What follows belongs to an exercise in optimizing a design on an open flow for small area, a short achievable clock period and few clock cycles; a production flow would make more cautious choices. At most, simulation tests tie the RTL to the original design; equivalence was not proved. No functional check of the RTL was part of runs 1 to 3 and 6.

File: flow/design.v
module ysyx_22050612_divider(
	input clk,
	input rst,
	input div_valid,
	input flush,
	input divw,
	input div_signed,
	input [63:0]dividend,
	input [63:0]divisor,
	output div_ready,
	output out_valid,
	output [63:0]quotient,
	output [63:0]remainder
);
reg        v1;
reg [63:0] xa1, xb1;    
reg        sa1, sb1;    
reg        w1, z1;      
reg [7:0]  la1, lb1;    
reg        busy;        
reg        done;        
reg        fixr;        
reg [63:0] rem;         
reg [63:0] dsr;         
reg [63:0] quo;         
reg [63:0] qal;         
reg [4:0]  cnt;         
reg        qneg, rneg;
wire go = v1 & ~busy;   
wire load1 = ~v1 | go;  
assign div_ready = load1;
assign out_valid = done;
wire sa = div_signed & (divw ? dividend[31] : dividend[63]);
wire sb = div_signed & (divw ? divisor[31]  : divisor[63]);
wire [63:0] xa = divw ? {32'b0, dividend[31:0] ^ {32{sa}}} : (dividend ^ {64{sa}});
wire [63:0] xb = divw ? {32'b0, divisor[31:0]  ^ {32{sb}}} : (divisor  ^ {64{sb}});
wire        bz = divw ? ~|divisor[31:0] : ~|divisor;
function [5:0] lead(input [31:0] x);
	reg [15:0] v1; reg [3:0] p1 [0:15];
	reg [7:0]  v2; reg [3:0] p2 [0:7];
	reg [3:0]  v3; reg [3:0] p3 [0:3];
	reg [1:0]  v4; reg [3:0] p4 [0:1];
	integer i;
	begin
		for (i = 0; i < 16; i = i + 1) begin
			v1[i] = x[2*i+1] | x[2*i];
			p1[i] = {3'b0, x[2*i+1]};
		end
		for (i = 0; i < 8; i = i + 1) begin
			v2[i] = v1[2*i+1] | v1[2*i];
			p2[i] = v1[2*i+1] ? {2'b0, 1'b1, p1[2*i+1][0]} : {2'b0, 1'b0, p1[2*i][0]};
		end
		for (i = 0; i < 4; i = i + 1) begin
			v3[i] = v2[2*i+1] | v2[2*i];
			p3[i] = v2[2*i+1] ? {1'b0, 1'b1, p2[2*i+1][1:0]} : {1'b0, 1'b0, p2[2*i][1:0]};
		end
		for (i = 0; i < 2; i = i + 1) begin
			v4[i] = v3[2*i+1] | v3[2*i];
			p4[i] = v3[2*i+1] ? {1'b1, p3[2*i+1][2:0]} : {1'b0, p3[2*i][2:0]};
		end
		lead = {v4[1] | v4[0], v4[1] ? {1'b1, p4[1]} : {1'b0, p4[0]}};
	end
endfunction
function [7:0] maglead(input [63:0] x, input s, input w);
	reg [5:0] ph, pl, nh, nl;
	reg [6:0] lp, ln;
	reg       m32, m64;
	begin
		ph = lead(x[63:32]);
		pl = lead(x[31:0]);
		nh = lead(~x[63:32]);
		nl = lead(~x[31:0]);
		lp = (!w && ph[5]) ? {1'b1, 1'b1, ph[4:0]} : {pl[5], 1'b0, pl[4:0]};
		ln = (!w && nh[5]) ? {1'b1, 1'b1, nh[4:0]} : {nl[5], 1'b0, nl[4:0]};
		m32 = &(x[31:1] | ~x[30:0]);
		m64 = m32 & (&(x[63:32] | ~x[62:31]));
		maglead = s ? {ln, w ? m32 : m64} : {lp, 1'b0};
	end
endfunction
wire [7:0] la = maglead(dividend, sa, divw);
wire [7:0] lb = maglead(divisor,  sb, divw);
always @(posedge clk) begin
	if (rst || flush) v1 <= 1'b0;
	else              v1 <= (div_valid & load1) | (v1 & ~go);
end
always @(posedge clk) begin
	if (load1) begin
		xa1 <= xa;
		xb1 <= xb;
		sa1 <= sa;
		sb1 <= sb;
		w1  <= divw;
		z1  <= bz;
		la1 <= la;
		lb1 <= lb;
	end
end
wire [7:0]  sh = {2'b0, la1[6:1]} - {2'b0, lb1[6:1]}
               + {7'b0, la1[0] & la1[7]} - {7'b0, lb1[0] & lb1[7]};
wire        qzero = ~(la1[7] | sa1) | sh[7];
wire [63:0] bb = xb1 + {63'b0, sb1};
wire [63:0] qz = w1 ? 64'h00000000FFFFFFFF : 64'hFFFFFFFFFFFFFFFF;
wire [66:0] ta = {3'b0, rem};
wire [66:0] t1 = ~{3'b0, dsr};
wire [66:0] t2 = ~{2'b0, dsr, 1'b0};
wire [66:0] s1 = ta - {3'b0, dsr};
wire [66:0] s2 = ta - {2'b0, dsr, 1'b0};
wire [66:0] cs = ta ^ t1 ^ t2;
wire [66:0] cc = {(ta[65:0] & t1[65:0]) | (ta[65:0] & t2[65:0]) | (t1[65:0] & t2[65:0]), 1'b1};
wire [66:0] s3 = cs - ~cc;
wire ge1 = ~s1[66];
wire ge2 = ~s2[66];
wire ge3 = ~s3[66];
wire [1:0] qd  = {ge2, ge3 | (ge1 & ~ge2)};
wire [1:0] qdm = {ge3, ge2 & ~ge3};           
wire [1:0] qdp = {ge1, ~ge1 | (ge2 & ~ge3)};  
wire [63:0] rnext = ge3 ? s3[63:0] : ge2 ? s2[63:0] : ge1 ? s1[63:0] : rem;
wire last = (cnt == 5'd0);
always @(posedge clk) begin
	if (rst || flush) begin
		busy <= 1'b0;
		done <= 1'b0;
	end else if (go) begin
		busy <= ~(z1 | qzero);
		done <= z1 | qzero;
	end else begin
		busy <= busy & ~last;
		done <= busy & last;
	end
end
always @(posedge clk) begin
	if (go) begin
		rem  <= xa1;
		dsr  <= bb << {sh[5:1], 1'b0};
		quo  <= z1 ? qz : 64'b0;
		qal  <= (sa1 ^ sb1) ? (z1 ? {qz[63:1], 1'b0} : 64'hFFFFFFFFFFFFFFFF) : 64'd1;
		cnt  <= sh[5:1];
		qneg <= sa1 ^ sb1;
		rneg <= sa1;
		fixr <= 1'b0;
	end else if (busy) begin
		fixr <= rneg & exact;
		rem  <= rnext;
		dsr  <= dsr >> 2;
		quo  <= {quo[61:0], qd};
		if (qneg) qal <= ge1 ? {quo[61:0], qdm} : {qal[61:0], 2'b11};
		else      qal <= ge3 ? {qal[61:0], 2'b00} : {quo[61:0], qdp};
		cnt  <= cnt - 5'd1;
	end
end
wire [63:0] ep = rem ^ ~{dsr[61:0], 2'b00};
wire [63:0] eg = rem & ~{dsr[61:0], 2'b00};
wire e4 = ~ep[0] & (&(ep[63:1] ^ eg[62:0])) & ~|dsr[63:62];
wire exact = (&s1) | (&s2) | (&s3) | e4;
wire fix = fixr;
assign quotient  = qneg ? ~(fix ? quo : qal) : (fix ? qal : quo);
assign remainder = rneg ? (fix ? 64'b0 : ~rem) : rem;
endmodule
File: flow/run.sh
#!/bin/bash
# synth_recipe.tcl (not shown) runs the flow's synth.tcl, then flattens the netlist and writes it again
# the make line also repeats each setting of config.mk as NAME=value (left out here)
make -C /OpenROAD-flow-scripts/flow DESIGN_CONFIG=/design/flow/config.mk WORK_HOME=/design/flow/orfs CLKGATE_MAP_FILE= SYNTH_SCRIPT=/design/flow/synth_recipe.tcl finish
File: flow/config.mk
export PLATFORM = sky130hd
export DESIGN_NAME = ysyx_22050612_divider
export DESIGN_NICKNAME = ysyx_22050612_divider
export VERILOG_FILES = /design/flow/design.v
export SDC_FILE = /design/flow/constraint.sdc
export NUM_CORES = 4
export LEC_CHECK = 0
export CAP_MARGIN = 20
export CORE_MARGIN = 2
export CORE_UTILIZATION = 40
export SETUP_SLACK_MARGIN = 5
export SLEW_MARGIN = 20
File: flow/constraint.sdc
create_clock -name core_clock -period 10.0 [get_ports {clk}]
set_input_delay 2.0000 -clock core_clock [delete_from_list [all_inputs] [get_ports {clk}]]
set_output_delay 2.0000 -clock core_clock [all_outputs]
set_load 0.01 [all_outputs]
==> notes.md, run 1 <==
- When the netlist entered floorplanning its net count stood at 6174.
* Number of buffers inserted during clock tree synthesis: 52
- The worst hold path was traced through 2 stages.
- Fraction of the mapped netlist area in simple logic gates: around 20%
* Clock transition at path regs: 0.06 ns
- The flow ran to the end and the layout has no timing, DRC or antenna violations.
- Total length of routed met2 wires: between 90 and 100 mm
* Final HPWL from detailed placement: 161 mm
* Root Buffer: sky130_fd_sc_hd__clkbuf_16
* Warnings, synthesis: 33
* RSZ-0062 raised after global routing: true
- Avg Cell Area, Syn: just over 8 µm²
* FFs w/ async S/R, synth: 0%
- The critical path in this run is classified as flop to flop.
- For this design, the sink count on the clock tree is 415.
* Metal-1 WL: 87.1 mm
- The core region is 115000 µm².
- Total of buffers placed on input and output ports: between 200 and 300
* Dominant combinational cell family by area after synthesis: compound AO/OA/AOI/OAI gates
* Max-slew headroom at the worst pin: 25.8%
- Total Die Area: approximately 120000 µm²
- Primary flip-flop cell chosen by synthesis mapping: sky130_fd_sc_hd__edfxtp_1
* Global-route wire length before repair: just under 300 mm
* Count of nets after finishing: 6276
- The synthesized netlist occupies a cell area of 46200 µm².
* Count of cells along the worst register-to-register path: 15
- Once the floorplan was initialized, standard cells occupied 40.4% of the core.
* Maximum clock frequency: 198 MHz
- The worst hold path belongs to the class flop to flop.
- Final standard cell area without fillers: about 54000 µm²
- Via count of the first global-routing pass: 43200
- Total length of routed met3 wires: 18.7 mm
- Relative to the synthesized area, the layout overhead comes to 16.7%.
- Setup violations, final: 0
* Total congestion overflow after global routing: 0
- After layout, the minimum clock period comes to a little over 5 ns.
- Netlist cell types: 91
* Highest Signal Layer: met5
* Number of pins exceeding their max-slew limit in the final report: 0
- Final total negative setup slack: 0 ns
- In this run the remaining antenna-violating nets after routing total 0.
- Leaving out fill and tap cells, the most frequent cells in the layout are 606 x sky130_fd_sc_hd__nand2_1, 496 x sky130_fd_sc_hd__a21oi_1, 492 x sky130_fd_sc_hd__nor2_1.
* Adder-Cell Fraction of Synth Area: 10.3%
* Die height: about 340 µm
* Total of flip-flops plus latches after synthesis: approximately 420
- Counting flops with a built-in enable in the synthesized netlist gives 411.
- STA puts the critical path data required time at about 11 ns.
- The number of hold buffers added after CTS was 0.
- In this run the count of I/O pins placed on the die edge is 264.
* WL final: 208 mm
* Parity-gate share of the synthesized area counting xor and xnor cells: approximately 6.7%
- Starting DRT DRC Count: 5524
- Global routing used 33.5% of the available tracks across all layers.
- After floorplanning, the core was divided into 124 placement rows.
* Final routed wire length divided by cell count: roughly 28 µm
- Maximum level of the CTS H-tree: 2
* Area taken by flip-flops and latches: 12400 µm²
* Pre-Repair DR Iteration Count: 6
* Final worst clock skew: 0.0349 ns
- Fill cell count: 11300
- The final-report hold violation count is 0.
- The congestion estimate from routability-driven global placement came to around 1.1.
- In the routed design, unresolved DRC markers number 0.
- Initial antenna violation count: 8
* Number of buffers on the longest clock path: 3
- CP max FO: 6
- STA puts the critical path data arrival time at about 5.6 ns.
- Final worst-path cycle share: between 50% and 60%
* Post-synthesis cell count: 5700
- Across all layers, the routed design uses 47200 vias.
* Fraction of final layout cells sized beyond drive strength 1: 10.0%
* TritonCTS clock tree: built
* Type of origin of the critical path: flop
- In this run the horizontal extent of the chip is 344 µm.
- Sequential area share after synthesis: 26.9%
* Placed standard-cell area: 49900 µm²
- Core occupancy in the finished layout: 47.1%
- Combined area of the multi-input logic cells: 32700 µm²
- The worst setup path is captured at a flop.
- After detailed routing, the number of vias per cell comes to 6.41.
- Clock Latency Late Sink: 0.66 ns
- Entering global routing, the biggest net connects 135 pins.
- Worst slew pin tran: approximately 1.1 ns
- Most frequent standard cell in the layout excluding fill and tap cells: sky130_fd_sc_hd__nand2_1
* Count of maximum capacitance violations: 0
* Synthesized-area fraction occupied by ao, oa, aoi and oai cells: roughly a quarter
* Mux cell area share after synthesis: 7.47%
[worst paths after layout]
kind / start / endpoint / slack [ns]
setup reg to reg: dsr[58] / fixr / 4.94
setup / recovery: dsr[58] / fixr / 4.94
hold / removal: v1 / v1 / 0.53
hold reg to reg: v1 / v1 / 0.53
[registers in the layout (all words and copies together), names as in the netlist, 5 cells and up]
| name | count |
|---|---|
| cnt | 5 |
| quo | 64 |
| dsr | 64 |
| la1 | 8 |
| lb1 | 8 |
| xb1 | 64 |
| rem | 64 |
| xa1 | 64 |
| qal | 64 |
[layer usage]
| metal | vias to the layer above | track usage [%] |
|---|---|---|
| met5 | - | 0 |
| met3 | 409 | 5.42 |
| met4 | 8 | 14.6 |
| met1 | 22900 | 46.5 |
| met2 | 2460 | 51.5 |
| li1 | 21400 | - |
[critical path, stage by stage, from the launching register on]
cell                       delay [ns]
sky130_fd_sc_hd__edfxtp_1        0.42
sky130_fd_sc_hd__inv_1           0.46
sky130_fd_sc_hd__fa_1            0.54
sky130_fd_sc_hd__ha_1            0.37
sky130_fd_sc_hd__a21o_1          0.19
sky130_fd_sc_hd__a21oi_1         0.16
sky130_fd_sc_hd__o21bai_1        0.16
sky130_fd_sc_hd__a21o_1          0.23
sky130_fd_sc_hd__a21oi_2         0.56
sky130_fd_sc_hd__o2111a_1        0.31
sky130_fd_sc_hd__nand4_1         0.17
sky130_fd_sc_hd__nor4_4          0.42
sky130_fd_sc_hd__nand4_1         0.38
sky130_fd_sc_hd__nor4_4          0.34
sky130_fd_sc_hd__a32oi_1         0.08
sky130_fd_sc_hd__a22oi_1         0.18
[metrics by stage]
stage	setup WS, ns	cells	hold WS [ns]
2_1_floorplan	4.91	5700	0.472
3_3_place_gp	3.44	7139	0.521
3_5_place_dp	3.54	7140	0.525
4_1_cts	5.00	7282	0.532
5_1_grt	4.98	7357	0.557
6_report	4.94	7362	0.526
[cells by family after synthesis]
group | Yosys count
adder cells (fa/ha/maj) | 340
AO/OA/AOI/OAI | 1751
XOR/XNOR | 356
flip-flops | 415
multiplexers | 328
AND/OR/NAND/NOR | 1921
buffers and inverters | 589
[synthesized netlist by cell type, types with 41 or more instances]
library cell / number / area (µm²)
sky130_fd_sc_hd__nand2_1: 611 / 2290
sky130_fd_sc_hd__a21oi_1: 507 / 2540
sky130_fd_sc_hd__nor2_1: 495 / 1860
sky130_fd_sc_hd__edfxtp_1: 411 / 12300
sky130_fd_sc_hd__o21ai_0: 410 / 2050
sky130_fd_sc_hd__clkbuf_1: 320 / 1200
sky130_fd_sc_hd__ha_1: 272 / 3400
sky130_fd_sc_hd__mux2i_1: 220 / 2200
sky130_fd_sc_hd__xnor2_1: 204 / 1790
sky130_fd_sc_hd__inv_1: 202 / 758
sky130_fd_sc_hd__xor2_1: 152 / 1330
sky130_fd_sc_hd__nand3_1: 146 / 731
sky130_fd_sc_hd__a21o_1: 135 / 1010
sky130_fd_sc_hd__a211oi_1: 131 / 983
sky130_fd_sc_hd__nand4_1: 129 / 807
sky130_fd_sc_hd__nor3_1: 113 / 566
sky130_fd_sc_hd__mux2_2: 105 / 1180
sky130_fd_sc_hd__nor2b_1: 103 / 644
sky130_fd_sc_hd__nor4_1: 84 / 526
sky130_fd_sc_hd__fa_1: 68 / 1360
sky130_fd_sc_hd__a31oi_1: 67 / 419
sky130_fd_sc_hd__o21a_1: 50 / 375
sky130_fd_sc_hd__and3_1: 41 / 257
sky130_fd_sc_hd__o22ai_1: 41 / 257
[cell type report]
cell class | instances | area share, %
clock buffers | 60 | 2.51
well taps | 1512 | 3.51
repair buffers | 432 | 8.11
multi-input cells | 4697 | 60.6
clock inverters | 37 | 0.573
inverters | 203 | 1.62
repair inverters | 1 | 0.0139
flip-flops and latches | 415 | 23.0
diodes | 5 | 0.0232
[what timing repair did]
item,in CTS,in global routing
resized for setup,147,113
setup buffers,41,69
cloned,4,6
pin swaps,15,30
endpoints found under the setup margin,379,185
==> inputs of run 2 (changes only) <==
--- a/flow/design.v
+++ b/flow/design.v
@@ -135,17 +135,21 @@
 		quo  <= z1 ? qz : 64'b0;
 		qal  <= (sa1 ^ sb1) ? (z1 ? {qz[63:1], 1'b0} : 64'hFFFFFFFFFFFFFFFF) : 64'd1;
 		cnt  <= sh[5:1];
-		qneg <= sa1 ^ sb1;
-		rneg <= sa1;
 		fixr <= 1'b0;
-	end else if (busy) begin
-		fixr <= rneg & exact;
+	end else begin
 		rem  <= rnext;
 		dsr  <= dsr >> 2;
 		quo  <= {quo[61:0], qd};
 		if (qneg) qal <= ge1 ? {quo[61:0], qdm} : {qal[61:0], 2'b11};
 		else      qal <= ge3 ? {qal[61:0], 2'b00} : {quo[61:0], qdp};
 		cnt  <= cnt - 5'd1;
+		fixr <= rneg & exact;
+	end
+end
+always @(posedge clk) begin
+	if (go) begin
+		qneg <= sa1 ^ sb1;
+		rneg <= sa1;
 	end
 end
 wire [63:0] ep = rem ^ ~{dsr[61:0], 2'b00};
==> run 2 against run 1 <==
Register-to-register slack got worse by 0.48 ns. Fmax is 8.7% lower. Critical path depth is 2 lower. First-iteration DRC count down 4.7%. Design area down 5.2%. Worst hold slack lost 0.052 ns. Global-route usage grew 1.1 points. Count of clock-buffer cells in the layout increased by 9. Core utilization shrank 0.14 points. Wire length decreased by 1.6%. Critical path type unchanged. Largest cell class unchanged.
==> notes.md, run 2 <==
- Primary flip-flop cell chosen by synthesis mapping: sky130_fd_sc_hd__edfxtp_1
* Longest individual stage delay on the worst path: ~0.6 ns
- The final number of max-transition violations is 0.
* Nature of the critical path endpoint: flop
- EDFF count, synth: ~210
- Root Buffer: sky130_fd_sc_hd__clkbuf_16
* Register-to-register setup slack: 4.46 ns
* Pre-Repair DR Iteration Count: 6
- Die height: 335 µm
- After clock tree synthesis, the clock-pin slew on the worst setup and hold paths is ~0.070 ns.
- Leading cell types by count after synthesis: 663 x sky130_fd_sc_hd__nand2_1, 509 x sky130_fd_sc_hd__a21oi_1, 468 x sky130_fd_sc_hd__nor2_1
* Total Die Area: 112000 µm²
- Max-slew headroom at the worst pin: 26.1%
- Via count of the first global-routing pass: 42200
* Warnings, synthesis: 33
- Final HPWL from detailed placement: about 160 mm
* Count of nets after finishing: 6216
- Clock latency on the worst-skew pair, taken at its later pin, is 0.65 ns.
* Pre-CTS setup slack: 3.73 ns
- After routing, the total negative slack on setup checks comes to 0 ns.
- In this run the worst hold path is classified as flop to flop.
- The routed design could run at a clock period as short as 5.54 ns.
- In the finished design, the share of the clock period the worst path needs comes to 55.4%.
- Fraction of final layout cells sized beyond drive strength 1: under 10%
- Area leader, netlist: sky130_fd_sc_hd__edfxtp_1
- RD Place Congestion: 1.08
- After synthesis, the largest area contributor takes up 14.6% of total cell area.
- In this run the worst path has a maximum fanout of 11.
* Maximum clock frequency: 181 MHz
- Number of hold-slack violations in the final timing report: 0
- Starting DRT DRC Count: 5262
- In this design, the critical path's most frequently occurring cell is sky130_fd_sc_hd__o21ai_0.
* IO Count: 264
- DRC violation count after routing: 0
- Once detail routing completed, the nets flagged for antenna violations numbered 0.
- For the pin with the worst max-slew slack, the measured transition is 1.10 ns.
* Final worst clock skew: 0.0218 ns
- The slowest stage of the critical path is the sky130_fd_sc_hd__o21ai_0 cell.
- Counting every sink on the clock net gives 415.
- Maximum level of the CTS H-tree: 2
* FFs w/ async S/R, synth: 0%
* Die Span X: 335 µm
- Setup repair after global routing could not meet its margin everywhere.
- Number of buffers inserted during clock tree synthesis: 52
- In the global route stage, overall resource usage came out at 34.6%.
- Area grow syn2layout: 16.5%
- The worst setup path is launched from a flop.
* Total of flip-flops plus latches after synthesis: 415
- For this configuration, the core starts out at a cell density of 40.3%.
* Initial antenna violation count: 15
* Standard cell core area: 109000 µm²
- Number of hold buffers added after cts: 0
- By area the synthesized netlist is led by sky130_fd_sc_hd__edfxtp_1 15%, sky130_fd_sc_hd__dfxtp_1 9.2%, sky130_fd_sc_hd__ha_1 7.8%.
- Final Worst Setup Slack: 4.46 ns
- Entering global routing, the biggest net connects ~130 pins.
- The initialized floorplan defines 121 standard-cell rows.
- For the worst setup path, the data required time is 10.58 ns.
* Sequential area share after synthesis: 23.8%
* Data arrival, critical path: about 6.1 ns
- WL final: 204 mm
- In the routed layout, each cell is associated on average with a via count of 6.39.
- In the layout the commonest cells are 659 x sky130_fd_sc_hd__nand2_1, 499 x sky130_fd_sc_hd__a21oi_1, 460 x sky130_fd_sc_hd__nor2_1.
- Yosys instantiated no cell more often than sky130_fd_sc_hd__nand2_1.
- Total of buffers placed on input and output ports: ~260
* Global-route wire length before repair: 289 mm
- Synthesized netlist net count: 6117
- The run finished with no timing, DRC or antenna violations.
- Worst-path cell chain: ha_1, a21oi_1, o21ai_0, a22o_1, o21ai_0, a21oi_1, o21ai_0, nand4b_1, nor4_2, nand4_1, nor4_2, a41oi_1, a31oi_1
- Across the run, the number of max-cap violations was 0.
* Netlist cell types: 102
* Start-to-end type of the worst setup path: flop to flop
- Synthesized cell area: between 40000 and 50000 µm²
- Final routed wire length divided by cell count: 28.4 µm
* Number of buffers on the longest clock path: 3
- After technology mapping, the gate count stands at approximately 5600.
- Count of vias placed by the detailed router: 46000
* Setup violations, final: 0
* Avg Cell Area, Syn: 7.78 µm²
* Most frequent standard cell in the layout excluding fill and tap cells: sky130_fd_sc_hd__nand2_1
- Total congestion overflow after global routing: 0
- TritonCTS built the clock tree.
[run 2: cell count changes in the layout (fill, tap and decap cells not counted), sizes merged, moves of 22 or more]
| cell | previous run | this run |
|---|---|---|
| clkinvlp | 32 | 8 |
| dfxtp | 4 | 201 |
| edfxtp | 411 | 214 |
| mux2i | 220 | 198 |
| nand2 | 611 | 663 |
| nor2 | 495 | 470 |
| xnor2 | 204 | 235 |
[run 2: area by class of cell]
type | instances | area [µm²]
inverter | 198 | 778
timing repair buffer | 418 | 4100
clock buffer | 69 | 1460
sequential | 415 | 10500
multi-input combinational | 4657 | 32300
antenna | 3 | 7.51
clock inverter | 27 | 292
fill | 10800 | 57700
tap | 1414 | 1770
[run 2: cells by family after synthesis]
family / share of synthesized area [%]
xor+xnor: 7.52
buf+inv: 5.12
simple gates: 20.5
flops: 23.8
mux: 7.21
compound gates: 25.0
fa+ha+maj: 10.9
[run 2: stage by stage]
step	utilization [%]	cells	hold WS, ns	area [µm²]
final	47.0	7201	0.474	51100
after global routing	47.0	7198	0.497	51100
after CTS	45.6	7102	0.474	49600
after detailed placement	43.5	6992	0.466	47400
after global placement	43.5	6991	0.461	47400
after floorplan	-	5643	0.433	44000
[run 2: worst paths after layout]
check	from	endpoint	cells past startpoint
max	rem[33]	fixr	13
min	quo[19]	quo[21]	2
max reg2reg	rem[33]	fixr	13
min reg2reg	quo[19]	quo[21]	2
[run 2: routing by layer]
metal | share of wire (%) | global-route usage, % | vias up
li1 | - | - | 20900
met5 | 0.049 | 0 | -
met1 | 42 | 47.2 | 22200
met3 | 11 | 8.93 | 404
met2 | 42 | 51.1 | 2477
met4 | 5.0 | 15.2 | 18
[run 2: repair_timing]
action                     in CTS  in global routing
setup endpoints to repair     309                201
gates cloned                    1                  4
pin swaps                       5                 41
resized for setup              79                160
setup buffers                  13                 92
[run 2: worst max-delay path, delay by kind of cell, from the launching register on]
kind	cells	cell delay (ns)
AOI/OAI and AO/OA	8	2.67
adders and majority gates	1	0.59
DFF	1	0.52
and+or+nand+nor	4	1.69
==> inputs of run 3 (changes only) <==
--- a/flow/design.v
+++ b/flow/design.v
@@ -19,7 +19,7 @@
 reg [7:0]  la1, lb1;    
 reg        busy;        
 reg        done;        
-reg        fixr;        
+reg        itr;         
 reg [63:0] rem;         
 reg [63:0] dsr;         
 reg [63:0] quo;         
@@ -135,15 +135,14 @@
 		quo  <= z1 ? qz : 64'b0;
 		qal  <= (sa1 ^ sb1) ? (z1 ? {qz[63:1], 1'b0} : 64'hFFFFFFFFFFFFFFFF) : 64'd1;
 		cnt  <= sh[5:1];
-		fixr <= 1'b0;
+		itr  <= ~(z1 | qzero);
 	end else begin
 		rem  <= rnext;
-		dsr  <= dsr >> 2;
+		if (!last) dsr <= dsr >> 2;
 		quo  <= {quo[61:0], qd};
 		if (qneg) qal <= ge1 ? {quo[61:0], qdm} : {qal[61:0], 2'b11};
 		else      qal <= ge3 ? {qal[61:0], 2'b00} : {quo[61:0], qdp};
 		cnt  <= cnt - 5'd1;
-		fixr <= rneg & exact;
 	end
 end
 always @(posedge clk) begin
@@ -152,11 +151,10 @@
 		rneg <= sa1;
 	end
 end
-wire [63:0] ep = rem ^ ~{dsr[61:0], 2'b00};
-wire [63:0] eg = rem & ~{dsr[61:0], 2'b00};
-wire e4 = ~ep[0] & (&(ep[63:1] ^ eg[62:0])) & ~|dsr[63:62];
-wire exact = (&s1) | (&s2) | (&s3) | e4;
-wire fix = fixr;
+wire [63:0] ep = rem ^ ~dsr;
+wire [63:0] eg = rem & ~dsr;
+wire exact = ~ep[0] & (&(ep[63:1] ^ eg[62:0]));
+wire fix = rneg & itr & exact;
 assign quotient  = qneg ? ~(fix ? quo : qal) : (fix ? qal : quo);
 assign remainder = rneg ? (fix ? 64'b0 : ~rem) : rem;
 endmodule
==> run 3 against run 2 <==
Global-route usage shrank 4.4 points. Synthesized cell count shrank 8.0%. Final cell count shrank 5.6%. Largest cell class unchanged. Design area shrank 1.8%. Non-clock buffer count grew 54. Core utilization grew 0.75 points. Sequential share of layout area grew 1.7 points. Critical path depth grew 2. Wire length shrank 16%. Via count shrank 8.8%. Still clean on timing, DRC and antenna.
==> notes.md, run 3 <==
- TritonCTS built the clock tree.
* Worst hold margin: 0.513 ns
- Leaving out fill and tap cells, the most frequent cells in the layout are 582 x sky130_fd_sc_hd__nand2_1, 441 x sky130_fd_sc_hd__nor2_1, 397 x sky130_fd_sc_hd__a21oi_1.
- The worst path uses 60.7% of the clock period.
- Clock Latency Late Sink: 0.66 ns
* WL final: 171 mm
- Run status: finished clean
- Total congestion overflow after global routing: 0
- When the netlist entered floorplanning its net count stood at 5666.
- The count of nets left with antenna violations once routing finished came out at 0.
- Along the worst hold path, the cell count comes to 2.
* Final Worst Setup Slack: 3.93 ns
* Type of origin of the critical path: flop
- Clock skew on the completed layout was measured at 0.0448 ns.
- Sequential area share after synthesis: 26.2%
- RSZ-0062 raised after global routing: true
* EDFF count, synth: 279
- The worst hold path belongs to the class flop to flop.
- In the final timing run, aggregate negative setup slack is 0 ns.
- Count of maximum capacitance violations: 0
- In the final design database the tool counted 5834 nets.
- STA puts the critical path data required time at 8.00 ns.
- In this run, CTS created clock tree buffers numbering 51.
- Buffers placed on the I/O ports in this run total ~260.
- Cell count along the critical path: 15
- Worst-path cell chain: clkinvlp_4, ha_4, fa_1, nand4_1, nor4_4, nand2_2, buf_6, nor3_4, buf_6, buf_12, clkbuf_16, buf_4, nor2_2, mux2_4, buf_6
- Of the cells placed in the final design, the portion with a size suffix greater than 1 is 14.1%.
* Nature of the critical path endpoint: output port
* Warnings, synthesis: 33
* Global routing met1 resource utilization: 43.1%
- Die Span X: 330 µm
- The library cell used most frequently in the layout, excluding fill and tap cells, is sky130_fd_sc_hd__nand2_1.
- By area the synthesized netlist is led by sky130_fd_sc_hd__edfxtp_1 20%, sky130_fd_sc_hd__dfxtp_1 6.4%, sky130_fd_sc_hd__fa_1 6.1%.
- In this run the count of I/O pins placed on the die edge is approximately 260.
- Buffer and inverter count on the worst path: 7
- After legalization and detailed placement, the total HPWL measured 126 mm.
* Layer carrying the most global-route usage: met2
* Max-slew headroom at the worst pin: about a tenth
- Maximum level of the CTS H-tree: 2
* Die height: 330 µm
- The via count of the first global-routing pass was 37900.
- The pre-antenna-repair detailed-routing pass consisted of 8 iterations.
- Compared with the post-synthesis result, the final layout area differs by 18.4%.
* Placed standard-cell area: 45800 µm²
- The initial antenna violation count was 7.
- Maximum number of pins on one net before global-route repair: 130
* Clock transition at path regs: 0.07 ns
- Netlist cell types: 106
- Cell type with the highest occurrence count on the critical path: sky130_fd_sc_hd__buf_6
- For this run, the total global-route usage over all layers was measured as 30.2%.
- The final-report hold violation count is 0.
- Starting DRT DRC Count: ~4400
- The clock passes through at most 3 buffers.
- For the pin with the worst max-slew slack, the measured transition is 1.36 ns.
* Longest individual stage delay on the worst path: 0.50 ns
- Primary flip-flop cell chosen by synthesis mapping: sky130_fd_sc_hd__edfxtp_1
* Final routed wire length divided by cell count: 25.2 µm
- In this run the biggest area consumer among cell types represents 19.7% of the synthesized area.
* Met3 Resource Use GR: roughly 6.4%
* Leading cell types by count after synthesis: 592 x sky130_fd_sc_hd__nand2_1, 467 x sky130_fd_sc_hd__nor2_1, 411 x sky130_fd_sc_hd__a21oi_1
* DRC violation count after routing: 0
* Pre-CTS setup slack: around 3.5 ns
* Standard cell core area: 105000 µm²
- Post-synthesis cell count: 5194
* CP max FO: 7
* Via density: about 6.2
- At the end of routability-driven placement, the weighted congestion stood at 1.03.
* Count of vias placed by the detailed router: 42000
* FFs w/ async S/R, synth: 0%
* Total of flip-flops plus latches after synthesis: slightly above 400
* Crit path max-delay cell type: sky130_fd_sc_hd__fa_1
* Starting Density: 40.3%
- Each instance of the synthesized netlist takes up on average a little over 8 µm².
- For this run, global-route usage on met2 was measured as roughly 45%.
- Total Die Area: 109000 µm²
* Global-route wire length before repair: 250 mm
- Root Buffer: sky130_fd_sc_hd__clkbuf_16
- Clock tree sinks: 415
- The final number of max-transition violations was 0.
* Data arrival, critical path: 4.07 ns
* Count of cells along the worst register-to-register path: 16
* Largest delay share family, worst path: buffers and inverters
- Maximum clock frequency: around 160 MHz
* Minimum clock period: 6.07 ns
- The critical path is of the flop to output port type.
- Floorplan row count: between 100 and 150
* Area leader, netlist: sky130_fd_sc_hd__edfxtp_1
- Once layout is done, the placed cells without fillers occupy 50200 µm².
* Synthesized cell area: 42400 µm²
- Count leader, synth: sky130_fd_sc_hd__nand2_1
- Setup violations remaining at the end of the flow were counted as 0.
-- run 3: changes by cell type after synthesis, sizes merged, moves of 26 or more --
cell | before | now
ha | 272 | 208
nand2 | 663 | 593
xor2 | 142 | 110
o21ai | 432 | 385
a211oi | 138 | 112
dfxtp | 201 | 136
a21oi | 511 | 411
o221ai | 14 | 52
fa | 68 | 130
a31oi | 56 | 95
edfxtp | 214 | 279
-- run 3: final cells by class --
| class | count | area [µm²] |
|---|---|---|
| fill | 10200 | 55000 |
| multi-input combinational | 4241 | 30400 |
| sequential | 415 | 11100 |
| timing repair buffer | 472 | 4510 |
| tap | 1391 | 1740 |
| clock buffer | 58 | 1330 |
| inverter | 181 | 714 |
| clock inverter | 36 | 490 |
| antenna | 2 | 5.00 |
-- run 3: kinds of logic after synthesis --
logic type | synth area share (%)
xor+xnor | 7.57
compound gates | 23.3
fa+ha+maj | 12.3
simple gates | 18.9
flops | 26.2
buf+inv | 5.16
mux | 6.58
-- run 3: final timing paths --
path	slack [ns]	endpoint	from
worst max-delay path	3.93	remainder[14]	dsr[21]
worst min register to register	0.51	quo[31]	quo[29]
worst min-delay path	0.51	quo[31]	quo[29]
worst max register to register	4.73	qal[55]	dsr[20]
-- run 3: what timing repair did --
item                                    CTS  global route
gates resized for setup                 501           398
endpoints found under the setup margin  336           289
pin swaps                                21            78
hold buffers                              0             0
buffers inserted                         79            67
gates cloned                             15             8
hold endpoints to repair                  0             0
-- run 3: worst reg2reg max path, cell delays in order, from the launching register on --
cell and delay, ns:
sky130_fd_sc_hd__edfxtp_1 0.37, sky130_fd_sc_hd__inv_1 0.41, sky130_fd_sc_hd__ha_1 0.40, sky130_fd_sc_hd__and2_1 0.27, sky130_fd_sc_hd__and3b_1 0.24, sky130_fd_sc_hd__a221o_1 0.32, sky130_fd_sc_hd__a31oi_2 0.43, sky130_fd_sc_hd__o211ai_1 0.28
sky130_fd_sc_hd__a211oi_2 0.38, sky130_fd_sc_hd__o21ai_2 0.16, sky130_fd_sc_hd__a31oi_4 0.28, sky130_fd_sc_hd__o21bai_2 0.13, sky130_fd_sc_hd__a31oi_4 0.21, sky130_fd_sc_hd__buf_8 0.36, sky130_fd_sc_hd__buf_8 0.42, sky130_fd_sc_hd__mux2i_1 0.29
sky130_fd_sc_hd__o221ai_1 0.13
-- run 3: metal layers --
metal  share of wire [%]  vias to the layer above
met5               0.046                        -
met1                  44                    20400
met4                 3.5                        8
li1                    -                    19300
met2                  43                     1979
met3                 9.4                      280
-- run 3: stage by stage --
| stage | utilization (%) | std cells |
|---|---|---|
| 2_1_floorplan | - | 5194 |
| 3_3_place_gp | 43.5 | 6531 |
| 3_5_place_dp | 43.5 | 6531 |
| 4_1_cts | 46.5 | 6719 |
| 5_1_grt | 47.7 | 6795 |
| 6_report | 47.7 | 6796 |
==> inputs of run 4 (changes only) <==
--- a/flow/design.v
+++ b/flow/design.v
@@ -19,7 +19,8 @@
 reg [7:0]  la1, lb1;    
 reg        busy;        
 reg        done;        
-reg        itr;         
+reg        fx;          
+reg        fixr;        
 reg [63:0] rem;         
 reg [63:0] dsr;         
 reg [63:0] quo;         
@@ -120,12 +121,19 @@
 	if (rst || flush) begin
 		busy <= 1'b0;
 		done <= 1'b0;
+		fx   <= 1'b0;
 	end else if (go) begin
 		busy <= ~(z1 | qzero);
 		done <= z1 | qzero;
+		fx   <= 1'b0;
+	end else if (fx) begin
+		busy <= 1'b0;
+		done <= 1'b1;
+		fx   <= 1'b0;
 	end else begin
-		busy <= busy & ~last;
-		done <= busy & last;
+		busy <= busy & ~(last & ~rneg);
+		done <= busy & last & ~rneg;
+		fx   <= busy & last & rneg;
 	end
 end
 always @(posedge clk) begin
@@ -135,8 +143,12 @@
 		quo  <= z1 ? qz : 64'b0;
 		qal  <= (sa1 ^ sb1) ? (z1 ? {qz[63:1], 1'b0} : 64'hFFFFFFFFFFFFFFFF) : 64'd1;
 		cnt  <= sh[5:1];
-		itr  <= ~(z1 | qzero);
-	end else begin
+		qneg <= sa1 ^ sb1;
+		rneg <= sa1;
+		fixr <= 1'b0;
+	end else if (fx) begin
+		fixr <= exact;
+	end else if (busy) begin
 		rem  <= rnext;
 		if (!last) dsr <= dsr >> 2;
 		quo  <= {quo[61:0], qd};
@@ -145,16 +157,10 @@
 		cnt  <= cnt - 5'd1;
 	end
 end
-always @(posedge clk) begin
-	if (go) begin
-		qneg <= sa1 ^ sb1;
-		rneg <= sa1;
-	end
-end
 wire [63:0] ep = rem ^ ~dsr;
 wire [63:0] eg = rem & ~dsr;
 wire exact = ~ep[0] & (&(ep[63:1] ^ eg[62:0]));
-wire fix = rneg & itr & exact;
+wire fix = fixr;
 assign quotient  = qneg ? ~(fix ? quo : qal) : (fix ? qal : quo);
 assign remainder = rneg ? (fix ? 64'b0 : ~rem) : rem;
 endmodule
--- a/flow/config.mk
+++ b/flow/config.mk
@@ -7,6 +7,6 @@
 export LEC_CHECK = 0
 export CAP_MARGIN = 20
 export CORE_MARGIN = 2
-export CORE_UTILIZATION = 40
+export CORE_UTILIZATION = 60
 export SETUP_SLACK_MARGIN = 5
 export SLEW_MARGIN = 20
==> run 4 against run 3 <==
Core utilization increased by 20 points. Flip-flop and latch count up 1. Global-route usage increased by 10 points. Worst setup slack improved by 1.1 ns. Count of clock-buffer cells in the layout shrank 4. Design area is 5.2% lower.
==> notes.md, run 4 <==
- Pre-CTS setup slack: 3.71 ns
- No sink is reached through more buffers than the 3 on the longest clock path.
- The die covers 73400 µm².
- Cells on Worst Hold Path: 2
- In the routed design, unresolved DRC markers number 0.
- Starting DRT DRC Count: 5319
- The clock reaches the later pin of the worst-skew pair after 0.64 ns.
* Netlist cell types: 96
* EDFF count, synth: 411
- Synthesized cell area: roughly 43000 µm²
- The pre-antenna-repair detailed-routing pass consisted of 6 iterations.
* Count of cells along the worst register-to-register path: 13
- Total of flip-flops plus latches after synthesis: between 400 and 500
- Worst slew pin tran: 1.09 ns
- Floorplan row count: 97
- Remaining antenna violation count: 0
* Via density: 6.76
- WL final: roughly 150 mm
* Number of hold-slack violations in the final timing report: 0
* Warnings, synthesis: 33
- Clock-pin slew was measured on the worst setup and hold paths at 0.06 ns.
* Worst flop-to-flop path startpoint: dsr[45]
* Final Worst Setup Slack: 5.01 ns
- Most frequent standard cell in the layout excluding fill and tap cells: sky130_fd_sc_hd__nand2_1
* Final worst-path cycle share: 49.9%
- R2r endpoint: rem[50]
* RSZ-0062 raised after global routing: true
* Hold Crit Endpoint: rem[8]
- TritonCTS clock tree: built
* Maximum clock frequency: 201 MHz
* Share of the synthesized area in the top cell type: 28.9%
- Die height: ~270 µm
- Number of buffers inserted during clock tree synthesis: 48
* Ranking of synthesized cells by area: sky130_fd_sc_hd__edfxtp_1 29%, sky130_fd_sc_hd__fa_1 6.1%, sky130_fd_sc_hd__ha_1 6.1%
- For the final database, setup skew stands at 0.0364 ns.
- The final number of max-transition violations came to 0.
* Avg Cell Area, Syn: 8.44 µm²
- Post-synthesis cell count: around 5100
- sky130_fd_sc_hd__nand2_1 is the most common cell in the netlist.
- Final routed wire length divided by cell count: 25.0 µm
- Max-slew headroom at the worst pin: 27.5%
- Global-route wire length before repair: 230 mm
- In this run the standard cell core region covers 70300 µm².
- For this run, the total global-route usage over all layers was measured as roughly two fifths.
* Total congestion overflow after global routing: 0
- The routed design could run at a clock period as short as 4.99 ns.
* Initial antenna violation count: 10
- The layout has 5753 filler cells.
- Starting Density: 60.8%
- The number of nets handed over by synthesis was ~5500.
- Fraction of final layout cells sized beyond drive strength 1: roughly 6.1%
* Die Span X: between 200 and 300 µm
* FFs w/ async S/R, synth: 0%
- The critical path in this run is classified as flop to output port.
- The flow ran to the end and the layout has no timing, DRC or antenna violations.
- IO Count: 264
* Data arrival, critical path: 2.99 ns
- Clock tree synthesis found a total of approximately 420 sinks.
* Leading cell types by count after synthesis: 668 x sky130_fd_sc_hd__nand2_1, 421 x sky130_fd_sc_hd__nor2_1, 411 x sky130_fd_sc_hd__edfxtp_1
- Final total negative setup slack: 0 ns
- CP max FO: 64
* Primary flip-flop cell chosen by synthesis mapping: sky130_fd_sc_hd__edfxtp_1
* Area leader, netlist: sky130_fd_sc_hd__edfxtp_1
- Sequential area share after synthesis: 29.1%
- Nature of the critical path endpoint: output port
- Count of nets after finishing: 5559
- Entering global routing, the biggest net connects 132 pins.
- RD Place Congestion: approximately 1.1
* Register-to-register setup slack: 5.04 ns
* Worst Min Path Start: xa1[8]
- The worst setup path is launched from a flop.
* Final HPWL from detailed placement: ~110 mm
- The routed layout has 41000 vias.
- Count of maximum capacitance violations: 0
* Root Buffer: sky130_fd_sc_hd__clkbuf_16
- The worst hold path belongs to the class flop to flop.
* Setup violations, final: 0
* Total of buffers placed on input and output ports: 263
* Via count of the first global-routing pass: approximately 38000
* Area grow syn2layout: 11.4%
- In the layout the commonest cells are 665 x sky130_fd_sc_hd__nand2_1, 416 x sky130_fd_sc_hd__nor2_1, 411 x sky130_fd_sc_hd__edfxtp_1.
- The clock tree synthesis step divided the H-tree into 2 levels.
- Worst path required time: 8.00 ns
[run 4: through the flow]
step,utilization (%),cells,hold slack (ns),cell area [µm²]
6_report,67.8,6074,0.574,47600
3_3_place_gp,65.0,5971,0.550,45600
2_1_floorplan,-,5062,0.472,42700
3_5_place_dp,65.0,5972,0.559,45700
5_1_grt,67.7,6067,0.591,47600
4_1_cts,67.6,6066,0.571,47500
[run 4: area by class of cell]
| cell class | instances | area, µm² | area share (%) |
|---|---|---|---|
| antenna | 8 | 20.0 | 0.0420 |
| clock buffer | 54 | 1250 | 2.63 |
| clock inverter | 35 | 382 | 0.801 |
| inverter | 191 | 722 | 1.52 |
| multi-input combinational | 4124 | 28500 | 59.9 |
| sequential | 416 | 12400 | 26.1 |
| tap | 940 | 1180 | 2.47 |
| timing repair buffer | 306 | 3100 | 6.51 |
[run 4: metal layers]
layer	routed length [µm]	vias up	track usage (%)
met3	18000	457	10.4
met4	8490	4	19.4
li1	-	18600	-
met2	65800	2533	60.7
met1	59600	19400	54.0
met5	23	-	0
[run 4: logic make-up after synthesis]
| group | synth area share [%] |
|---|---|
| fa+ha+maj | 12.2 |
| xor+xnor | 7.36 |
| compound gates | 21.6 |
| simple gates | 18.7 |
| buf+inv | 4.79 |
| mux | 6.17 |
| flops | 29.1 |
[run 4: how the worst max path moves through the flow]
stage                      start      endpoint  slack, ns  cells past startpoint
final                       fixr  remainder[5]       5.01                      4
after global routing      la1[1]       dsr[61]       4.93                     18
after CTS                 la1[1]       dsr[61]       4.98                     18
after detailed placement  rem[1]       rem[17]       3.71                     14
after global placement    rem[1]        rem[8]       3.81                     14
after floorplan             busy        dsr[0]       4.96                      6
[run 4: what timing repair did]
action / CTS / global route
cloned: 2 / 0
endpoints found under the setup margin: 194 / 155
resized for setup: 29 / 28
pin swaps: 3 / 4
hold buffers: 0 / 0
setup buffers: 3 / 0
[run 4: worst max-delay path, cell delays in order (launching register included)]
cell and delay (ns):
sky130_fd_sc_hd__dfxtp_4 0.62, sky130_fd_sc_hd__nand2b_2 0.21, sky130_fd_sc_hd__buf_6 0.43, sky130_fd_sc_hd__mux2i_1 0.35
sky130_fd_sc_hd__clkdlybuf4s50_1 0.58
Testbench counts of run 4, summed over its fixed seeds: cycles 3,930.
==> inputs of run 5 (changes only) <==
--- a/flow/config.mk
+++ b/flow/config.mk
@@ -7,6 +7,6 @@
 export LEC_CHECK = 0
 export CAP_MARGIN = 20
 export CORE_MARGIN = 2
-export CORE_UTILIZATION = 60
+export CORE_UTILIZATION = 40
 export SETUP_SLACK_MARGIN = 5
 export SLEW_MARGIN = 20
==> run 5 against run 4 <==
Critical path depth is 7 higher. First-iteration DRC count is 16% lower. Via count is 1.6% lower. Design area is 1.4% higher. Worst setup slack better by 0.074 ns. Final cell count is 7.5% higher. Worst hold slack worse by 0.013 ns. Count of clock-buffer cells in the layout is 3 higher. Sequential share of layout area is 0.37 points lower. Flip-flop and latch count stayed put. Wire length is 10% higher.
==> notes.md, run 5 <==
- The tightest min-delay check is of the flop to flop type.
- Count of vias placed by the detailed router: 40400
* Starting Density: 40.5%
* Count of maximum capacitance violations: 0
- The worst setup path is launched from a flop.
- Worst Min Path Start: xa1[8]
- Die height: 331 µm
- Max-slew headroom at the worst pin: a little under a quarter
* Pre-Repair DR Iteration Count: 8
- Maximum clock frequency: about 200 MHz
* Final routed wire length divided by cell count: 25.7 µm
- By area the synthesized netlist is led by sky130_fd_sc_hd__edfxtp_1 29%, sky130_fd_sc_hd__fa_1 6.1%, sky130_fd_sc_hd__ha_1 6.1%.
- Final HPWL from detailed placement: 129 mm
* Number of buffers on the longest clock path: 3
- The via count of the first global-routing pass was 37900.
- In the synthesized netlist the async set-or-reset flop fraction comes to 0%.
- Remaining antenna violation count: 0
- Total congestion overflow after global routing: 0
- After synthesis the cells add up to between 40000 and 50000 µm².
* IO Count: approximately 260
- Register-to-register setup slack: 5.09 ns
- After detailed routing, the total wire length is approximately 170 mm.
- Root Buffer: sky130_fd_sc_hd__clkbuf_16
* Avg Cell Area, Syn: 8.44 µm²
- Overall routing resource usage: 29.8%
* Fraction of final layout cells sized beyond drive strength 1: 6.25%
- Counting distinct cell types in the post-synthesis netlist gives 96.
- Commonest cells after routing, fill and taps aside: 664 x sky130_fd_sc_hd__nand2_1, 416 x sky130_fd_sc_hd__nor2_1, 411 x sky130_fd_sc_hd__edfxtp_1
* RSZ-0062 raised after global routing: true
- Maximum number of pins on one net before global-route repair: 129
- Final worst clock skew: 0.0233 ns
* Sequential area share after synthesis: a little under 30%
- Run status: finished clean
- Die Span X: 331 µm
- Buffers inserted during clock tree synthesis total 51.
- The first global-routing pass estimated approximately 250 mm of wire.
- Of all nets on the critical path, the largest fanout is 19.
- The final critical path takes up slightly below 50% of the cycle.
- The worst hold path passes through 2 cells.
- Measured in cells, the most critical reg-to-reg path has a length of 11.
- Initial antenna violation count: 5
- The worst setup path is captured at a flop.
- DRC violation count after routing: 0
- Data arrival, critical path: 5.25 ns
- Counting every net in the synthesized netlist gives between 5000 and 6000.
* Count leader, synth: sky130_fd_sc_hd__nand2_1
- Dividing the detail-routed via count by the number of cells gives 6.18.
- For the pin with the worst max-slew slack, the measured transition is ~1.2 ns.
- Worst path required time: 10.33 ns
- Number of hold-slack violations in the final timing report: 0
* Maximum level of the CTS H-tree: 2
* Number of standard cells in the final layout excluding fillers: 6532
- Area grow syn2layout: 13.0%
- Yosys printed 33 warnings.
* EDFF count, synth: about 410
* Number of hold buffers added after cts: 0
- Total of buffers placed on input and output ports: 263
- Leaving out fill and tap cells, the most frequent cell in the layout is sky130_fd_sc_hd__nand2_1.
- Share of the synthesized area in the top cell type: just under 30%
* Leading cell types by count after synthesis: 668 x sky130_fd_sc_hd__nand2_1, 421 x sky130_fd_sc_hd__nor2_1, 411 x sky130_fd_sc_hd__edfxtp_1
- The startpoint identified for the worst register-to-register timing path is lb1[7].
- Floorplan row count: 119
- The region available for standard cell placement spans 106000 µm².
* Count of nets after finishing: 5569
* Total Die Area: ~110000 µm²
- Cell count after placement: 6424
- CP startpoint: lb1[7]
* Clock Latency Late Sink: 0.63 ns
- Number of pins exceeding their max-slew limit in the final report: 0
- RD Place Congestion: approximately 1.0
- TritonCTS clock tree: built
* Clock tree sinks: between 400 and 500
- The detailed router finished its first iteration with 4472 violations.
* Total of flip-flops plus latches after synthesis: 416
- Primary flip-flop cell chosen by synthesis mapping: sky130_fd_sc_hd__edfxtp_1
* Setup violations, final: 0
- Minimum clock period: 4.91 ns
- Clock transition at path regs: 0.06 ns
- The worst setup path is of the flop to flop kind.
- Post-synthesis cell count: between 5000 and 6000
- The worst hold path terminates at rem[8].
- R2r endpoint: dsr[20]
- Final total negative setup slack: 0 ns
* Area leader, netlist: sky130_fd_sc_hd__edfxtp_1
## run 5: repair_timing
| item | 4_1_cts | 5_1_grt |
|---|---|---|
| pin swaps | 2 | 2 |
| cloned | 1 | 1 |
| resized for setup | 36 | 30 |
| setup endpoints to repair | 347 | 150 |
| setup buffers | 4 | 5 |
| hold endpoints to repair | 0 | 0 |
## run 5: cell families after synthesis
group	after synthesis	synth area share, %
buffers and inverters	523	4.79
adder cells (fa/ha/maj)	338	12.2
AO/OA/AOI/OAI	1451	21.6
flip-flops	416	29.1
AND/OR/NAND/NOR	1726	18.7
XOR/XNOR	359	7.36
multiplexers	249	6.17
## run 5: final cells by class
cell class,instances,area (µm²)
flip-flops and latches,416,12400
inverters,191,722
clock buffers,57,1300
fillers,10300,57300
clock inverters,36,344
well taps,1391,1740
repair buffers,313,3170
diodes,4,10.0
multi-input cells,4124,28600
## run 5: how the worst max path moves through the flow
| stage | slack (ns) | end | cells after the start |
|---|---|---|---|
| after CTS | 5.01 | dsr[15] | 17 |
| after global placement | 3.65 | dsr[25] | 13 |
| final | 5.09 | dsr[20] | 11 |
| after floorplan | 4.96 | dsr[0] | 6 |
| after global routing | 4.91 | dsr[60] | 16 |
| after detailed placement | 3.71 | rem[11] | 15 |
## run 5: metrics by stage
step	utilization, %	cell area [µm²]	setup slack, ns	hold slack (ns)
6_report	45.8	48300	5.09	0.562
2_1_floorplan	-	42700	4.96	0.472
3_5_place_dp	43.8	46200	3.71	0.566
3_3_place_gp	43.8	46200	3.65	0.562
5_1_grt	45.7	48300	4.91	0.611
4_1_cts	45.6	48100	5.01	0.581
## run 5: worst max-delay path, cell delays in order, from the launching register on
cell and delay (ns):
sky130_fd_sc_hd__edfxtp_1 0.36, sky130_fd_sc_hd__and2_1 0.16, sky130_fd_sc_hd__ha_1 0.30, sky130_fd_sc_hd__or2_2 0.31, sky130_fd_sc_hd__fa_4 1.07, sky130_fd_sc_hd__mux2_2 0.38
sky130_fd_sc_hd__o21ai_0 0.48, sky130_fd_sc_hd__mux2i_1 0.23, sky130_fd_sc_hd__o21ai_0 0.55, sky130_fd_sc_hd__nor2_1 0.08, sky130_fd_sc_hd__a31oi_1 0.49, sky130_fd_sc_hd__o22ai_1 0.20
## run 5: metal layers
layer	GRT usage, %	up-vias	wire, µm
met2	45.1	1869	73400
met3	5.85	312	15400
met5	0	-	13
li1	-	18700	-
met4	10.8	2	6500
met1	42.1	19500	72400
==> inputs of run 6 (changes only) <==
--- a/flow/design.v
+++ b/flow/design.v
@@ -19,18 +19,21 @@
 reg [7:0]  la1, lb1;    
 reg        busy;        
 reg        done;        
-reg        fx;          
+reg        itr;         
+reg        fxd;         
 reg        fixr;        
+reg        mayr;        
 reg [63:0] rem;         
 reg [63:0] dsr;         
 reg [63:0] quo;         
 reg [63:0] qal;         
 reg [4:0]  cnt;         
 reg        qneg, rneg;
-wire go = v1 & ~busy;   
+wire need;              
+wire go = v1 & ~busy & ~need;   
 wire load1 = ~v1 | go;  
 assign div_ready = load1;
-assign out_valid = done;
+assign out_valid = done & ~need;
 wire sa = div_signed & (divw ? dividend[31] : dividend[63]);
 wire sb = div_signed & (divw ? divisor[31]  : divisor[63]);
 wire [63:0] xa = divw ? {32'b0, dividend[31:0] ^ {32{sa}}} : (dividend ^ {64{sa}});
@@ -117,23 +120,35 @@
 wire [1:0] qdp = {ge1, ~ge1 | (ge2 & ~ge3)};  
 wire [63:0] rnext = ge3 ? s3[63:0] : ge2 ? s2[63:0] : ge1 ? s1[63:0] : rem;
 wire last = (cnt == 5'd0);
+function low_m1(input [7:0] x, input [7:0] d);
+	reg [7:0] p, g;
+	begin
+		p = x ^ ~d;
+		g = x & ~d;
+		low_m1 = ~p[0] & (&(p[7:1] ^ g[6:0]));
+	end
+endfunction
+wire m0 = low_m1(rem[7:0], dsr[7:0]);
+wire m1 = low_m1(s1[7:0], dsr[7:0]);
+wire m2 = low_m1(s2[7:0], dsr[7:0]);
+wire m3 = low_m1(s3[7:0], dsr[7:0]);
+wire mnext = ge3 ? m3 : ge2 ? m2 : ge1 ? m1 : m0;
 always @(posedge clk) begin
 	if (rst || flush) begin
 		busy <= 1'b0;
 		done <= 1'b0;
-		fx   <= 1'b0;
+		fxd  <= 1'b0;
 	end else if (go) begin
 		busy <= ~(z1 | qzero);
 		done <= z1 | qzero;
-		fx   <= 1'b0;
-	end else if (fx) begin
-		busy <= 1'b0;
+		fxd  <= 1'b0;
+	end else if (need) begin
 		done <= 1'b1;
-		fx   <= 1'b0;
+		fxd  <= 1'b1;
 	end else begin
-		busy <= busy & ~(last & ~rneg);
-		done <= busy & last & ~rneg;
-		fx   <= busy & last & rneg;
+		busy <= busy & ~last;
+		done <= busy & last;
+		fxd  <= 1'b0;
 	end
 end
 always @(posedge clk) begin
@@ -145,8 +160,9 @@
 		cnt  <= sh[5:1];
 		qneg <= sa1 ^ sb1;
 		rneg <= sa1;
+		itr  <= ~(z1 | qzero);
 		fixr <= 1'b0;
-	end else if (fx) begin
+	end else if (need) begin
 		fixr <= exact;
 	end else if (busy) begin
 		rem  <= rnext;
@@ -155,11 +171,13 @@
 		if (qneg) qal <= ge1 ? {quo[61:0], qdm} : {qal[61:0], 2'b11};
 		else      qal <= ge3 ? {qal[61:0], 2'b00} : {quo[61:0], qdp};
 		cnt  <= cnt - 5'd1;
+		mayr <= mnext;
 	end
 end
 wire [63:0] ep = rem ^ ~dsr;
 wire [63:0] eg = rem & ~dsr;
 wire exact = ~ep[0] & (&(ep[63:1] ^ eg[62:0]));
+assign need = done & ~fxd & rneg & itr & mayr;
 wire fix = fixr;
 assign quotient  = qneg ? ~(fix ? quo : qal) : (fix ? qal : quo);
 assign remainder = rneg ? (fix ? 64'b0 : ~rem) : rem;
==> run 6 against run 5 <==
Sequential share of layout area is 0.35 points lower. Via count about the same. First-iteration DRC count rose by 7.7%. Final cell count is essentially flat. Register-to-register slack got worse by 0.05 ns. Non-clock buffer count grew 34.
==> notes.md, run 6 <==
- Synthesized cell area: 43200 µm²
- Run status: finished clean
* Data arrival, critical path: 5.31 ns
* Final total negative setup slack: 0 ns
- Root Buffer: sky130_fd_sc_hd__clkbuf_16
* Via count of the first global-routing pass: 37700
* IO Count: between 200 and 300
- Final worst clock skew: about 0.038 ns
- Worst Min Path Start: xa1[4]
* Placed standard-cell area: 46800 µm²
- Remaining antenna violation count: 0
* Final Worst Setup Slack: between 5 and 6 ns
- FFs w/ async S/R, synth: 0%
* Clock tree sinks: about 420
- Maximum clock frequency: 201 MHz
- Max-slew headroom at the worst pin: 27.8%
- For this run, the post-layout net count is 5579.
- Clock Latency Late Sink: about 0.65 ns
- Clock transition at path regs: around 0.060 ns
- Total of buffers placed on input and output ports: 263
- CTS built an H-tree with a depth of 2.
* Most frequent standard cell in the layout excluding fill and tap cells: sky130_fd_sc_hd__nand2_1
* Initial antenna violation count: 15
- Type of origin of the critical path: flop
- Area leader, netlist: sky130_fd_sc_hd__edfxtp_1
* Netlist cell types: 89
* Worst path required time: around 10 ns
* WL final: 167 mm
- For flop-to-flop paths, the worst setup slack is 5.04 ns.
- After routing the design area is 49200 µm².
- Setup violations, final: 0
- Number of hold-slack violations in the final timing report: 0
- Number of pins exceeding their max-slew limit in the final report: 0
* Die Span X: roughly 330 µm
- DRC violation count after routing: 0
* Total of flip-flops plus latches after synthesis: 418
- The clock passes through at most 3 buffers.
- CP max FO: 6
- For this run the aggregate overflow at the end of global routing stands at 0.
- Count of maximum capacitance violations: 0
- At the end of routability-driven placement, the weighted congestion stood at 1.03.
- Combined area of the multi-input logic cells: 28900 µm²
* Final worst-path cycle share: 49.6%
* Ranking of synthesized cells by area: sky130_fd_sc_hd__edfxtp_1 29%, sky130_fd_sc_hd__ha_1 6.5%, sky130_fd_sc_hd__fa_1 6.0%
* Post-synthesis cell count: between 5000 and 6000
- The worst setup path is captured at a flop.
* Starting DRT DRC Count: 4818
- Area grow syn2layout: 13.8%
- TritonCTS clock tree: built
- Cells fill 45.9% of the core in the end.
- At the pin with the least slew margin, the transition time is 1.08 ns.
* Starting Density: 40.3%
* Overall routing resource usage: 28.9%
- The path with the worst hold slack has its endpoint at rem[4].
- Fill cell count: 10500
- Minimum clock period: approximately 5.0 ns
- Standard cell core area: 107000 µm²
* Warnings, synthesis: 33
- R2r endpoint: rem[0]
- Count of cells along the worst register-to-register path: 15
* Floorplan row count: 120
- The first global-routing pass estimated between 200 and 250 mm of wire.
* Avg Cell Area, Syn: 8.58 µm²
* Fraction of final layout cells sized beyond drive strength 1: 7.78%
* Maximum number of pins on one net before global-route repair: 129
- For this block, the via count after detailed routing is 40400.
- After synthesis, the most frequently instantiated cells are 582 x sky130_fd_sc_hd__nand2_1, 413 x sky130_fd_sc_hd__edfxtp_1, 403 x sky130_fd_sc_hd__nor2_1.
- Via density: between 6 and 7
- RSZ-0062 raised after global routing: true
- For this run, the leading register cell type out of synthesis is sky130_fd_sc_hd__edfxtp_1.
* Worst flop-to-flop path startpoint: rem[0]
- Before CTS, the worst setup slack after placement is between 4 and 5 ns.
- Share of the synthesized area in the top cell type: 28.7%
- TritonCTS created 50 clock buffers.
- Total Die Area: 111000 µm²
- Sequential area share after synthesis: 28.9%
- Final HPWL from detailed placement: approximately 130 mm
- Count leader, synth: sky130_fd_sc_hd__nand2_1
- The critical path is of the flop to flop type.
* Commonest cells after routing, fill and taps aside: 578 x sky130_fd_sc_hd__nand2_1, 413 x sky130_fd_sc_hd__edfxtp_1, 402 x sky130_fd_sc_hd__nor2_1
- Final routed wire length divided by cell count: between 20 and 30 µm
* Area taken by flip-flops and latches: 12500 µm²
- Measured along the y axis, the die boundary spans 333 µm.
- Synthesized netlist net count: 5529
* EDFF count, synth: 413
- The tightest min-delay check is of the flop to flop type.
- Counting instances, the worst hold path has a depth of 1.
- Pre-Repair DR Iteration Count: 6
[run 6: changes by cell type in the layout (fill, tap and decap cells not counted), moves of 19 or more]
cell                       previous run  this run
sky130_fd_sc_hd__a211oi_1           127       103
sky130_fd_sc_hd__mux2i_1            160       141
sky130_fd_sc_hd__a21oi_1            367       391
sky130_fd_sc_hd__buf_4               33        65
sky130_fd_sc_hd__nand3_1            105       167
sky130_fd_sc_hd__nand2_1            664       578
sky130_fd_sc_hd__nand4_1            100       125
sky130_fd_sc_hd__o21ai_0            306       275
sky130_fd_sc_hd__o211ai_2             0        60
sky130_fd_sc_hd__xnor2_1            237       275
sky130_fd_sc_hd__a31oi_1            136        85
[run 6: cell families after synthesis]
group           synth area share [%]
fa+ha+maj                       12.6
buf+inv                         4.90
compound gates                  21.9
simple gates                    17.9
mux                             6.06
flops                           28.9
xor+xnor                        7.80
[run 6: worst max path at each step]
| stage | slack (ns) | start | depth (start not counted) | to |
|---|---|---|---|---|
| CTS | 4.90 | rneg | 7 | div_ready |
| finish | 5.04 | rem[0] | 15 | rem[0] |
| global route | 4.98 | rem[0] | 17 | qal[25] |
| detailed placement | 4.21 | dsr[6] | 15 | qal[40] |
| floorplan | 5.14 | rem[14] | 12 | rem[10] |
| global placement | 4.29 | dsr[6] | 15 | qal[37] |
[run 6: area by class of cell]
| cell class | count | share of cell area, % |
|---|---|---|
| antenna | 9 | 0.0458 |
| timing repair buffer | 347 | 7.19 |
| clock buffer | 56 | 2.63 |
| multi-input combinational | 4079 | 58.8 |
| sequential | 418 | 25.4 |
| inverter | 193 | 1.49 |
| clock inverter | 33 | 0.877 |
| tap | 1403 | 3.57 |
[run 6: what timing repair did]
item	CTS	global route
buffers inserted	7	19
hold buffers	0	0
cloned	6	2
pin swaps	5	10
endpoints found under the setup margin	298	171
resized for setup	36	29
[run 6: worst max-delay path, cell delays in order (launching register included)]
cell and delay (ns):
sky130_fd_sc_hd__edfxtp_1 0.44, sky130_fd_sc_hd__inv_1 0.17, sky130_fd_sc_hd__ha_1 0.27, sky130_fd_sc_hd__inv_1 0.08, sky130_fd_sc_hd__fa_1 0.23, sky130_fd_sc_hd__a31oi_1 0.15, sky130_fd_sc_hd__o21ba_1 0.27, sky130_fd_sc_hd__or4_1 0.62
sky130_fd_sc_hd__a21oi_4 0.32, sky130_fd_sc_hd__a21oi_2 0.17, sky130_fd_sc_hd__a2bb2oi_4 0.27, sky130_fd_sc_hd__a41oi_1 0.26, sky130_fd_sc_hd__o31a_2 0.45, sky130_fd_sc_hd__o21ai_0 0.47, sky130_fd_sc_hd__nand2_1 0.31, sky130_fd_sc_hd__nand2_1 0.18
[run 6: layer usage]
| metal | track usage (%) | vias up | share of wire (%) |
|---|---|---|---|
| met2 | 44.6 | 1698 | 45 |
| met5 | 0 | - | 0.036 |
| li1 | - | 18700 | - |
| met3 | 3.83 | 270 | 7.4 |
| met4 | 10.2 | 10 | 3.6 |
| met1 | 41.4 | 19700 | 44 |
[run 6: through the flow]
stage | std cells | hold WS (ns)
floorplan | 5039 | 0.472
global placement | 6406 | 0.506
detailed placement | 6406 | 0.507
CTS | 6508 | 0.523
global route | 6536 | 0.549
finish | 6538 | 0.520

[afterwards: timing with drivers on the ports]
How much do the figures lean on ideal ports? The routed layouts below were timed once more, with nothing changed but the port constraints. Step 1: set_driving_cell puts a clkbuf_16 on clk and a buf_2 on each other input, an assumption about the parent block. Step 2 times the ports against the registers' clock, not the clock port: input delays grow and output delays shrink by t, the midpoint of the rising clock arrivals with the driver on. a / b / c = ideal / step 1 / step 2; a / b = the first two.
run | t (ns) | setup slack, ns | worst slew at a driven data input, ns | cell pins on the clock port's net
run 1 | 0.720 | 4.940 / 4.940 / 4.509 | 0.09 | 1
run 2 | 0.718 | 4.460 / 4.460 / 4.460 | 0.09 | 1
run 3 | 0.699 | 3.927 / 3.861 / 4.560 | 0.11 | 1
run 4 | 0.690 | 5.013 / 4.942 / 4.681 | 0.08 | 1
run 5 | 0.687 | 5.086 / 5.044 / 4.625 | 0.09 | 1
run 6 | 0.707 | 5.035 / 5.028 / 4.595 | 0.10 | 1
After both steps setup and hold are still met in every run listed. For run 5, which loses most, drivers alone change the setup slack by -0.042 ns; drivers and shift together by -0.461 ns.
